This is an optimization exercise on Yosys and OpenROAD, whose aim is small area, not a production implementation. Where RTL was checked, it was by simulation tests only, not by an equivalence proof against the original.

==> 07-04 <==
// timerWrapper
module timerWrapper(PCLK, PENABLE, PSEL, PRESETN, PWRITE, PREADY, PSLVERR,
                    PADDR, PWDATA, PRDATA);
export LEC_CHECK = 0
export CAP_MARGIN = 10
export CORE_MARGIN = 2
export CORE_UTILIZATION = 50
export GPL_TIMING_DRIVEN = 0
export SLEW_MARGIN = 10
export SYNTH_HIERARCHICAL = 1
create_clock -name core_clock -period 3.0 [get_ports {PCLK}]
standard.sh (not shown) runs the stock make flow with config.mk's settings and CLKGATE_MAP_FILE= SYNTH_SCRIPT=/design/flow/synth_recipe.tcl, a recipe that flattens the netlist after the stock synthesis.
==> flow/flow/run.sh <==
#!/bin/bash
# The standard layout (standard.sh) after the standard synthesis, with
# these changes: port buffers use the smallest buffer cell, the tie cells'
# output buffers too; repair may not use the largest buffers; clock tree
# synthesis adds no dummy loads.
set -euo pipefail
HERE=$(pwd)
bash standard.sh synth > synth.log 2>&1
export BUFFER_PORTS_ARGS="-buffer_cell sky130_fd_sc_hd__buf_1"
for s in FLOORPLAN RESIZE REPAIR_TIMING_POST_PLACE CTS GLOBAL_ROUTE DETAIL_PLACE; do
  export PRE_${s}_TCL="$HERE/flow/dontuse.tcl"
done
export PRE_GLOBAL_PLACE_TCL="$HERE/flow/tiebuf.tcl"
export CTS_ARGS="-sink_clustering_enable -repair_clock_nets -dont_use_dummy_load -buf_list sky130_fd_sc_hd__clkbuf_8"
bash standard.sh finish > layout.log 2>&1
==> flow/flow/dontuse.tcl <==
# Keep repair from picking the largest buffer cells; trees of smaller ones do.
catch {
  set_dont_use {sky130_fd_sc_hd__buf_16 sky130_fd_sc_hd__buf_12 sky130_fd_sc_hd__buf_8 sky130_fd_sc_hd__buf_6 sky130_fd_sc_hd__bufbuf_16 sky130_fd_sc_hd__bufbuf_8}
}
==> flow/flow/tiebuf.tcl <==
# Synthesis puts a buf_4 between each tie cell and its output port (PREADY,
# PSLVERR); the smallest buffer drives that port as well.
source [file dirname [info script]]/dontuse.tcl
set block [ord::get_db_block]
foreach inst [$block getInsts] {
  if {[[$inst getMaster] getName] ne "sky130_fd_sc_hd__buf_4"} { continue }
  set net [[$inst findITerm A] getNet]
  if {$net eq "NULL"} { continue }
  foreach it [$net getITerms] {
    if {[[[$it getInst] getMaster] getName] eq "sky130_fd_sc_hd__conb_1"} {
      replace_cell [$inst getName] sky130_fd_sc_hd__buf_1
      break
    }
  }
}
==> inputs of 05-07, as changes to 07-04 <==
--- a/flow/design.v
+++ b/flow/design.v
@@ -4,22 +4,16 @@
 module tm_nand3(input a, input b, input c, output y);
   assign y = ~(a & b & c);
 endmodule
 module tm_nand4(input a, input b, input c, input d, output y);
   assign y = ~(a & b & c & d);
 endmodule
 module tm_nor2(input a, input b, output y);
   assign y = ~(a | b);
-endmodule
-module tm_andn(input a, input b, output y);
-  assign y = a & ~b;
-endmodule
-module tm_wr_cnt(input sel, input en, input wr, input a3, input a2, output y);
-  assign y = sel & en & wr & ~a3 & a2;
 endmodule
 module tm_and4(input a, input b, input c, input d, output y);
   assign y = a & b & c & d;
 endmodule
 module tm_blk(input cin, input [3:0] rn, output [3:1] t, output bp);
   assign t[1] = ~(cin | rn[0]);
   assign t[2] = ~(cin | rn[0] | rn[1]);
   assign t[3] = ~(cin | rn[0] | rn[1] | rn[2]);
@@ -76,45 +70,38 @@
 tm_nand3 u_bc2(.a(cnt_inc), .b(bp[0]), .c(bp[1]), .y(bcn[2]));
 tm_nand4 u_bc3(.a(cnt_inc), .b(bp[0]), .c(bp[1]), .d(bp[2]), .y(bcn[3]));
 tm_and4  u_g03(.a(bp[0]), .b(bp[1]), .c(bp[2]), .d(bp[3]), .y(g03));
 tm_nand2 u_bc4(.a(cnt_inc), .b(g03), .y(bcn[4]));
 tm_nand3 u_bc5(.a(cnt_inc), .b(g03), .c(bp[4]), .y(bcn[5]));
 tm_nand4 u_bc6(.a(cnt_inc), .b(g03), .c(bp[4]), .d(bp[5]), .y(bcn[6]));
 tm_and4  u_h47(.a(cnt_inc), .b(bp[4]), .c(bp[5]), .d(bp[6]), .y(h47));
 tm_nand2 u_bc7(.a(g03), .b(h47), .y(bcn[7]));
-wire [1:0] wr_cnt_h, keep_h;
-generate
-  for (i = 0; i < 2; i = i + 1) begin : half
-    tm_wr_cnt u_w(.sel(PSEL), .en(PENABLE), .wr(PWRITE), .a3(PADDR[3]), .a2(PADDR[2]),
-                  .y(wr_cnt_h[i]));
-    tm_nor2 u_k(.a(wr_cnt_h[i]), .b(cnt_zero), .y(keep_h[i]));
-  end
-endgenerate
+wire        keep = ~wr_cnt & ~cnt_zero;
 wire [31:0] cnt_d_n;
 wire [31:0] eq;
 generate
   for (i = 0; i < 8; i = i + 1) begin : blk
     wire [3:1] t;
     if (i < 7) begin : b
       tm_blk u_c(.cin(bcn[i]), .rn(cnt_n[4*i+3:4*i]), .t(t), .bp(bp[i]));
     end else begin : b
       tm_blk u_c(.cin(bcn[i]), .rn(cnt_n[4*i+3:4*i]), .t(t), .bp(bp7));
     end
-    tm_cnt_bitn u_b0(.rn(cnt_n[4*i]), .tn(bcn[i]), .d(PWDATA[4*i]), .wr(wr_cnt_h[i/4]),
-                     .keep(keep_h[i/4]), .ovfn(ovf_n[4*i]), .yn(cnt_d_n[4*i]),
+    tm_cnt_bitn u_b0(.rn(cnt_n[4*i]), .tn(bcn[i]), .d(PWDATA[4*i]), .wr(wr_cnt),
+                     .keep(keep), .ovfn(ovf_n[4*i]), .yn(cnt_d_n[4*i]),
                      .e(eq[4*i]));
-    tm_cnt_bit u_b1(.rn(cnt_n[4*i+1]), .t(t[1]), .d(PWDATA[4*i+1]), .wr(wr_cnt_h[i/4]),
-                    .keep(keep_h[i/4]), .ovfn(ovf_n[4*i+1]), .yn(cnt_d_n[4*i+1]),
+    tm_cnt_bit u_b1(.rn(cnt_n[4*i+1]), .t(t[1]), .d(PWDATA[4*i+1]), .wr(wr_cnt),
+                    .keep(keep), .ovfn(ovf_n[4*i+1]), .yn(cnt_d_n[4*i+1]),
                     .e(eq[4*i+1]));
-    tm_cnt_bit u_b2(.rn(cnt_n[4*i+2]), .t(t[2]), .d(PWDATA[4*i+2]), .wr(wr_cnt_h[i/4]),
-                    .keep(keep_h[i/4]), .ovfn(ovf_n[4*i+2]), .yn(cnt_d_n[4*i+2]),
+    tm_cnt_bit u_b2(.rn(cnt_n[4*i+2]), .t(t[2]), .d(PWDATA[4*i+2]), .wr(wr_cnt),
+                    .keep(keep), .ovfn(ovf_n[4*i+2]), .yn(cnt_d_n[4*i+2]),
                     .e(eq[4*i+2]));
-    tm_cnt_bit u_b3(.rn(cnt_n[4*i+3]), .t(t[3]), .d(PWDATA[4*i+3]), .wr(wr_cnt_h[i/4]),
-                    .keep(keep_h[i/4]), .ovfn(ovf_n[4*i+3]), .yn(cnt_d_n[4*i+3]),
+    tm_cnt_bit u_b3(.rn(cnt_n[4*i+3]), .t(t[3]), .d(PWDATA[4*i+3]), .wr(wr_cnt),
+                    .keep(keep), .ovfn(ovf_n[4*i+3]), .yn(cnt_d_n[4*i+3]),
                     .e(eq[4*i+3]));
   end
 endgenerate
 wire [7:0] eqn1;
 wire [3:0] eq2;
 wire [1:0] eqn3;
 wire       eq_all;
 generate
@@ -149,20 +136,18 @@
       cnt_inc  <= 1'b0;
       cnt_zero <= 1'b0;
     end else begin
       cnt_inc  <= ~hit;
       cnt_zero <= hit;
     end
   end
 end
-wire [1:0] sel_ovf, sel_cnt;
+wire sel_ovf = ~PADDR[3] & ~PADDR[2];
+wire sel_cnt = ~PADDR[3] &  PADDR[2];
+wire sel_ctl =  PADDR[3];
 generate
-  for (i = 0; i < 2; i = i + 1) begin : sel
-    tm_nor2 u_o(.a(PADDR[3]), .b(PADDR[2]), .y(sel_ovf[i]));
-    tm_andn u_c(.a(PADDR[2]), .b(PADDR[3]), .y(sel_cnt[i]));
-  end
   for (i = 0; i < 32; i = i + 1) begin : rd
     tm_rd_bit u_r(.on(ovf_n[i]), .cn(ctrl_n[i]), .rn(cnt_n[i]),
-                  .so(sel_ovf[i/16]), .sc(PADDR[3]), .sr(sel_cnt[i/16]), .y(PRDATA[i]));
+                  .so(sel_ovf), .sc(sel_ctl), .sr(sel_cnt), .y(PRDATA[i]));
   end
 endgenerate
 endmodule
==> flow/flow/run.sh (replaced) <==
#!/bin/bash
# The standard layout (standard.sh) after the standard synthesis, with
# these changes: port buffers use the smallest buffer cell, the tie cells'
# output buffers too; repair may not use the largest buffers; clock tree
# synthesis adds no dummy loads; power recovery downsizes non-critical gates
# after global routing.
set -euo pipefail
HERE=$(pwd)
bash standard.sh synth > synth.log 2>&1
export BUFFER_PORTS_ARGS="-buffer_cell sky130_fd_sc_hd__buf_1"
for s in FLOORPLAN RESIZE REPAIR_TIMING_POST_PLACE CTS GLOBAL_ROUTE DETAIL_PLACE; do
  export PRE_${s}_TCL="$HERE/flow/dontuse.tcl"
done
export PRE_GLOBAL_PLACE_TCL="$HERE/flow/tiebuf.tcl"
export CTS_ARGS="-sink_clustering_enable -repair_clock_nets -dont_use_dummy_load -buf_list sky130_fd_sc_hd__clkbuf_8"
export RECOVER_POWER=100
bash standard.sh finish > layout.log 2>&1
Settings changed: CAP_MARGIN 10 to 5, SLEW_MARGIN 10 to 5.
==> inputs of 06-27, as changes to 07-04 <==
==> flow/design.v (replaced) <==
module tm_nand2(input a, input b, output y);
  assign y = ~(a & b);
endmodule
module tm_nand3(input a, input b, input c, output y);
  assign y = ~(a & b & c);
endmodule
module tm_nand4(input a, input b, input c, input d, output y);
  assign y = ~(a & b & c & d);
endmodule
module tm_nor2(input a, input b, output y);
  assign y = ~(a | b);
endmodule
module tm_nor4(input a, input b, input c, input d, output y);
  assign y = ~(a | b | c | d);
endmodule
module tm_and4(input a, input b, input c, input d, output y);
  assign y = a & b & c & d;
endmodule
module tm_or2(input a, input b, output y);
  assign y = a | b;
endmodule
module tm_carry4(input cin, input [2:0] rn, output [3:1] t);
  assign t[1] = ~(cin | rn[0]);
  assign t[2] = ~(cin | rn[0] | rn[1]);
  assign t[3] = ~(cin | rn[0] | rn[1] | rn[2]);
endmodule
module tm_cnt_bit(input rn, input t, input d, input wr, input keep, input ovfn,
                  output yn, output e);
  wire x = ~(rn ^ t);           
  assign yn = ~((wr & d) | (keep & x));
  assign e = x ^ ovfn;
endmodule
module tm_cnt_bitn(input rn, input tn, input d, input wr, input keep, input ovfn,
                   output yn, output e);
  wire x = rn ^ tn;
  assign yn = ~((wr & d) | (keep & x));
  assign e = x ^ ovfn;
endmodule
module tm_rd_bit(input on, input cn, input rn, input so, input sc, input sr,
                 output y);
  assign y = ~((on & so) | (rn & sr) | (cn & sc));
endmodule
module timerWrapper(PCLK, PENABLE, PSEL, PRESETN, PWRITE, PREADY, PSLVERR,
                    PADDR, PWDATA, PRDATA);
input PCLK, PENABLE, PSEL, PRESETN, PWRITE;
input  [31:0] PWDATA;
input  [7:0] PADDR;
output [31:0] PRDATA;
output PREADY, PSLVERR;
assign PREADY = 1'b1;
assign PSLVERR = 1'b0;
reg [31:0] ovf_n;          
reg [31:0] ctrl_n;         
reg [31:0] cnt_n;          
reg        cnt_inc;        
reg        cnt_zero;       
reg        overflowReset;  
wire wr     = PSEL & PENABLE & PWRITE;
wire wr_ovf = wr & ~PADDR[3] & ~PADDR[2];
wire wr_cnt = wr & ~PADDR[3] &  PADDR[2];
wire wr_ctl = wr &  PADDR[3] & ~PADDR[2];
wire [31:0] wdata_n;
genvar i;
generate
  for (i = 0; i < 32; i = i + 1) begin : wd
    tm_nand2 u(.a(PWDATA[i]), .b(PRESETN), .y(wdata_n[i]));
  end
endgenerate
wire [6:0] bp;
wire [7:0] bcn;
wire       g03, g46n;
generate
  for (i = 0; i < 7; i = i + 1) begin : prop
    tm_nor4 u_p(.a(cnt_n[4*i]), .b(cnt_n[4*i+1]), .c(cnt_n[4*i+2]),
                .d(cnt_n[4*i+3]), .y(bp[i]));
  end
endgenerate
assign bcn[0] = ~cnt_inc;
tm_nand2 u_bc1(.a(cnt_inc), .b(bp[0]), .y(bcn[1]));
tm_nand3 u_bc2(.a(cnt_inc), .b(bp[0]), .c(bp[1]), .y(bcn[2]));
tm_nand4 u_bc3(.a(cnt_inc), .b(bp[0]), .c(bp[1]), .d(bp[2]), .y(bcn[3]));
tm_and4  u_g03(.a(bp[0]), .b(bp[1]), .c(bp[2]), .d(bp[3]), .y(g03));
tm_nand2 u_bc4(.a(cnt_inc), .b(g03), .y(bcn[4]));
tm_nand3 u_bc5(.a(cnt_inc), .b(g03), .c(bp[4]), .y(bcn[5]));
tm_nand4 u_bc6(.a(cnt_inc), .b(g03), .c(bp[4]), .d(bp[5]), .y(bcn[6]));
tm_nand3 u_g46(.a(bp[4]), .b(bp[5]), .c(bp[6]), .y(g46n));
tm_or2   u_bc7(.a(bcn[4]), .b(g46n), .y(bcn[7]));
wire        keep = ~wr_cnt & ~cnt_zero;
wire [31:0] cnt_d_n;
wire [31:0] eq;
generate
  for (i = 0; i < 8; i = i + 1) begin : blk
    wire [3:1] t;
    tm_carry4 u_c(.cin(bcn[i]), .rn(cnt_n[4*i+2:4*i]), .t(t));
    tm_cnt_bitn u_b0(.rn(cnt_n[4*i]), .tn(bcn[i]), .d(PWDATA[4*i]), .wr(wr_cnt),
                     .keep(keep), .ovfn(ovf_n[4*i]), .yn(cnt_d_n[4*i]),
                     .e(eq[4*i]));
    tm_cnt_bit u_b1(.rn(cnt_n[4*i+1]), .t(t[1]), .d(PWDATA[4*i+1]), .wr(wr_cnt),
                    .keep(keep), .ovfn(ovf_n[4*i+1]), .yn(cnt_d_n[4*i+1]),
                    .e(eq[4*i+1]));
    tm_cnt_bit u_b2(.rn(cnt_n[4*i+2]), .t(t[2]), .d(PWDATA[4*i+2]), .wr(wr_cnt),
                    .keep(keep), .ovfn(ovf_n[4*i+2]), .yn(cnt_d_n[4*i+2]),
                    .e(eq[4*i+2]));
    tm_cnt_bit u_b3(.rn(cnt_n[4*i+3]), .t(t[3]), .d(PWDATA[4*i+3]), .wr(wr_cnt),
                    .keep(keep), .ovfn(ovf_n[4*i+3]), .yn(cnt_d_n[4*i+3]),
                    .e(eq[4*i+3]));
  end
endgenerate
wire [7:0] eqn1;
wire [3:0] eq2;
wire [1:0] eqn3;
wire       eq_all;
generate
  for (i = 0; i < 8; i = i + 1) begin : cmp1
    tm_nand4 u(.a(eq[4*i]), .b(eq[4*i+1]), .c(eq[4*i+2]), .d(eq[4*i+3]), .y(eqn1[i]));
  end
  for (i = 0; i < 4; i = i + 1) begin : cmp2
    tm_nor2 u(.a(eqn1[2*i]), .b(eqn1[2*i+1]), .y(eq2[i]));
  end
  for (i = 0; i < 2; i = i + 1) begin : cmp3
    tm_nand2 u(.a(eq2[2*i]), .b(eq2[2*i+1]), .y(eqn3[i]));
  end
endgenerate
tm_nor2 u_cmp4(.a(eqn3[0]), .b(eqn3[1]), .y(eq_all));
wire hit = cnt_zero ? &ovf_n : eq_all;
always @(posedge PCLK) begin
  if (wr_ovf | ~PRESETN) ovf_n  <= wdata_n;
  if (wr_ctl | ~PRESETN) ctrl_n <= wdata_n;
  cnt_n <= cnt_d_n;
end
always @(posedge PCLK) begin
  if (~PRESETN) begin
    cnt_inc       <= 1'b0;
    cnt_zero      <= 1'b1;
    overflowReset <= 1'b0;
  end else begin
    overflowReset <= wr_ovf;
    if (overflowReset) begin
      cnt_inc  <= 1'b0;
      cnt_zero <= 1'b1;
    end else if (wr_cnt | ctrl_n[0]) begin
      cnt_inc  <= 1'b0;
      cnt_zero <= 1'b0;
    end else begin
      cnt_inc  <= ~hit;
      cnt_zero <= hit;
    end
  end
end
wire sel_ovf = ~PADDR[3] & ~PADDR[2];
wire sel_cnt = ~PADDR[3] &  PADDR[2];
wire sel_ctl =  PADDR[3];
generate
  for (i = 0; i < 32; i = i + 1) begin : rd
    tm_rd_bit u_r(.on(ovf_n[i]), .cn(ctrl_n[i]), .rn(cnt_n[i]),
                  .so(sel_ovf), .sc(sel_ctl), .sr(sel_cnt), .y(PRDATA[i]));
  end
endgenerate
endmodule
==> flow/flow/run.sh (replaced) <==
#!/bin/bash
# The standard layout (standard.sh), with three changes after the standard
# synthesis: port buffers use the smallest buffer cell, repair may not use the
# largest buffers, and clock tree synthesis adds no dummy loads.
set -euo pipefail
HERE=$(pwd)
bash standard.sh synth > synth.log 2>&1
export BUFFER_PORTS_ARGS="-buffer_cell sky130_fd_sc_hd__buf_1"
for s in FLOORPLAN GLOBAL_PLACE RESIZE REPAIR_TIMING_POST_PLACE CTS GLOBAL_ROUTE DETAIL_PLACE; do
  export PRE_${s}_TCL="$HERE/flow/dontuse.tcl"
done
export CTS_ARGS="-sink_clustering_enable -repair_clock_nets -dont_use_dummy_load -sink_clustering_size 24 -buf_list sky130_fd_sc_hd__clkbuf_8"
export RECOVER_POWER=100
bash standard.sh finish > layout.log 2>&1
Settings changed: CAP_MARGIN 10 to 20, CORE_UTILIZATION 50 to 60, CTS_BUF_LIST set to sky130_fd_sc_hd__clkbuf_4 sky130_fd_sc_hd__clkbuf_8, SLEW_MARGIN 10 to 20.
removed: flow/flow/tiebuf.tcl
==> flow_summary.ini <==
[route]
wl_met3_um = 629

[worst_setup_path]
r2r_slack_ns = 0.15
crit_buf_inv = 3

[pwr]
seq-power_mw = 1.62
p_comb_share_pct = 11.5

[die]
design.die.area_um2 = 9580
start_util_pct = 51.0

[cells_and_area]
clock_area_share_pct = 2.45

[run_status]
status = no timing/DRC/antenna violations

[clock_network]
cts_resized = 5

[sta]
whs_ns = 0.444

[placed_design]
dpl-instance-area_um2 = 4850
That was 07-04.
==> flow_summary.ini <==
[route]
wl_met3_um = 566

[sta]
finalMaxSlewViolations = 44
whs_ns = 0.462

[die]
start_util_pct = 50.6

[pwr]
p_comb_share_pct = 11.4
seq-power_mw = 1.62

[worst_setup_path]
crit_buf_inv = 2
r2r_slack_ns = 0.19

[flow_run]
max_cap_viol_count = 2

[run_status]
status = complete, but fails checks
so_faults = max-capacitance violations, max-slew violations

[cells_and_area]
clock_area_share_pct = 2.48

[placed_design]
dpl-instance-area_um2 = 4830
That was 05-07.
==> flow_summary.ini <==
[clock_network]
cts_resized = 4

[route]
wl_met3_um = 688

[placed_design]
dpl-instance-area_um2 = 4960

[cells_and_area]
clock_area_share_pct = 2.42

[worst_setup_path]
r2r_slack_ns = 0.13
crit_buf_inv = 4

[die]
start_util_pct = 61.6

[run_status]
status = no timing/DRC/antenna violations

[pwr]
seq-power_mw = 1.63
That was 06-27.
For 05-07, only the layout was checked, not whether the RTL still works.

[separate check: timing with driven ports]
Ports are ideal in the flow. The routed layouts listed here were re-timed in OpenROAD.
Step 1: set_driving_cell puts a clkbuf_16 on PCLK and a buf_2 on each other input, an assumption about the parent block.
Step 2, shift: input delay + t, output delay - t, t = (earliest + latest rising clock arrival at the registers) / 2. This alone moves slack from input paths to output paths.
Three values: ideal ports, drivers, drivers and shift; two values: the first two.
| run | t, ns | setup slack, ns | hold WS [ns] | worst register clock-pin slew, ns |
|---|---|---|---|---|
| 07-04 | 0.385 | 0.092 / 0.069 / 0.069 | 0.444 / 0.444 / 0.444 | 0.10 / 0.10 |
| 05-07 | 0.373 | 0.094 / 0.073 / -0.166 | 0.462 / 0.456 / 0.467 | 0.10 / 0.10 |
| 06-27 | 0.382 | 0.092 / 0.068 / -0.219 | 0.429 / 0.429 / 0.429 | 0.11 / 0.11 |
The setup slack of 06-27, which loses most, moves by -0.024 ns with the drivers and by -0.311 ns with both steps.
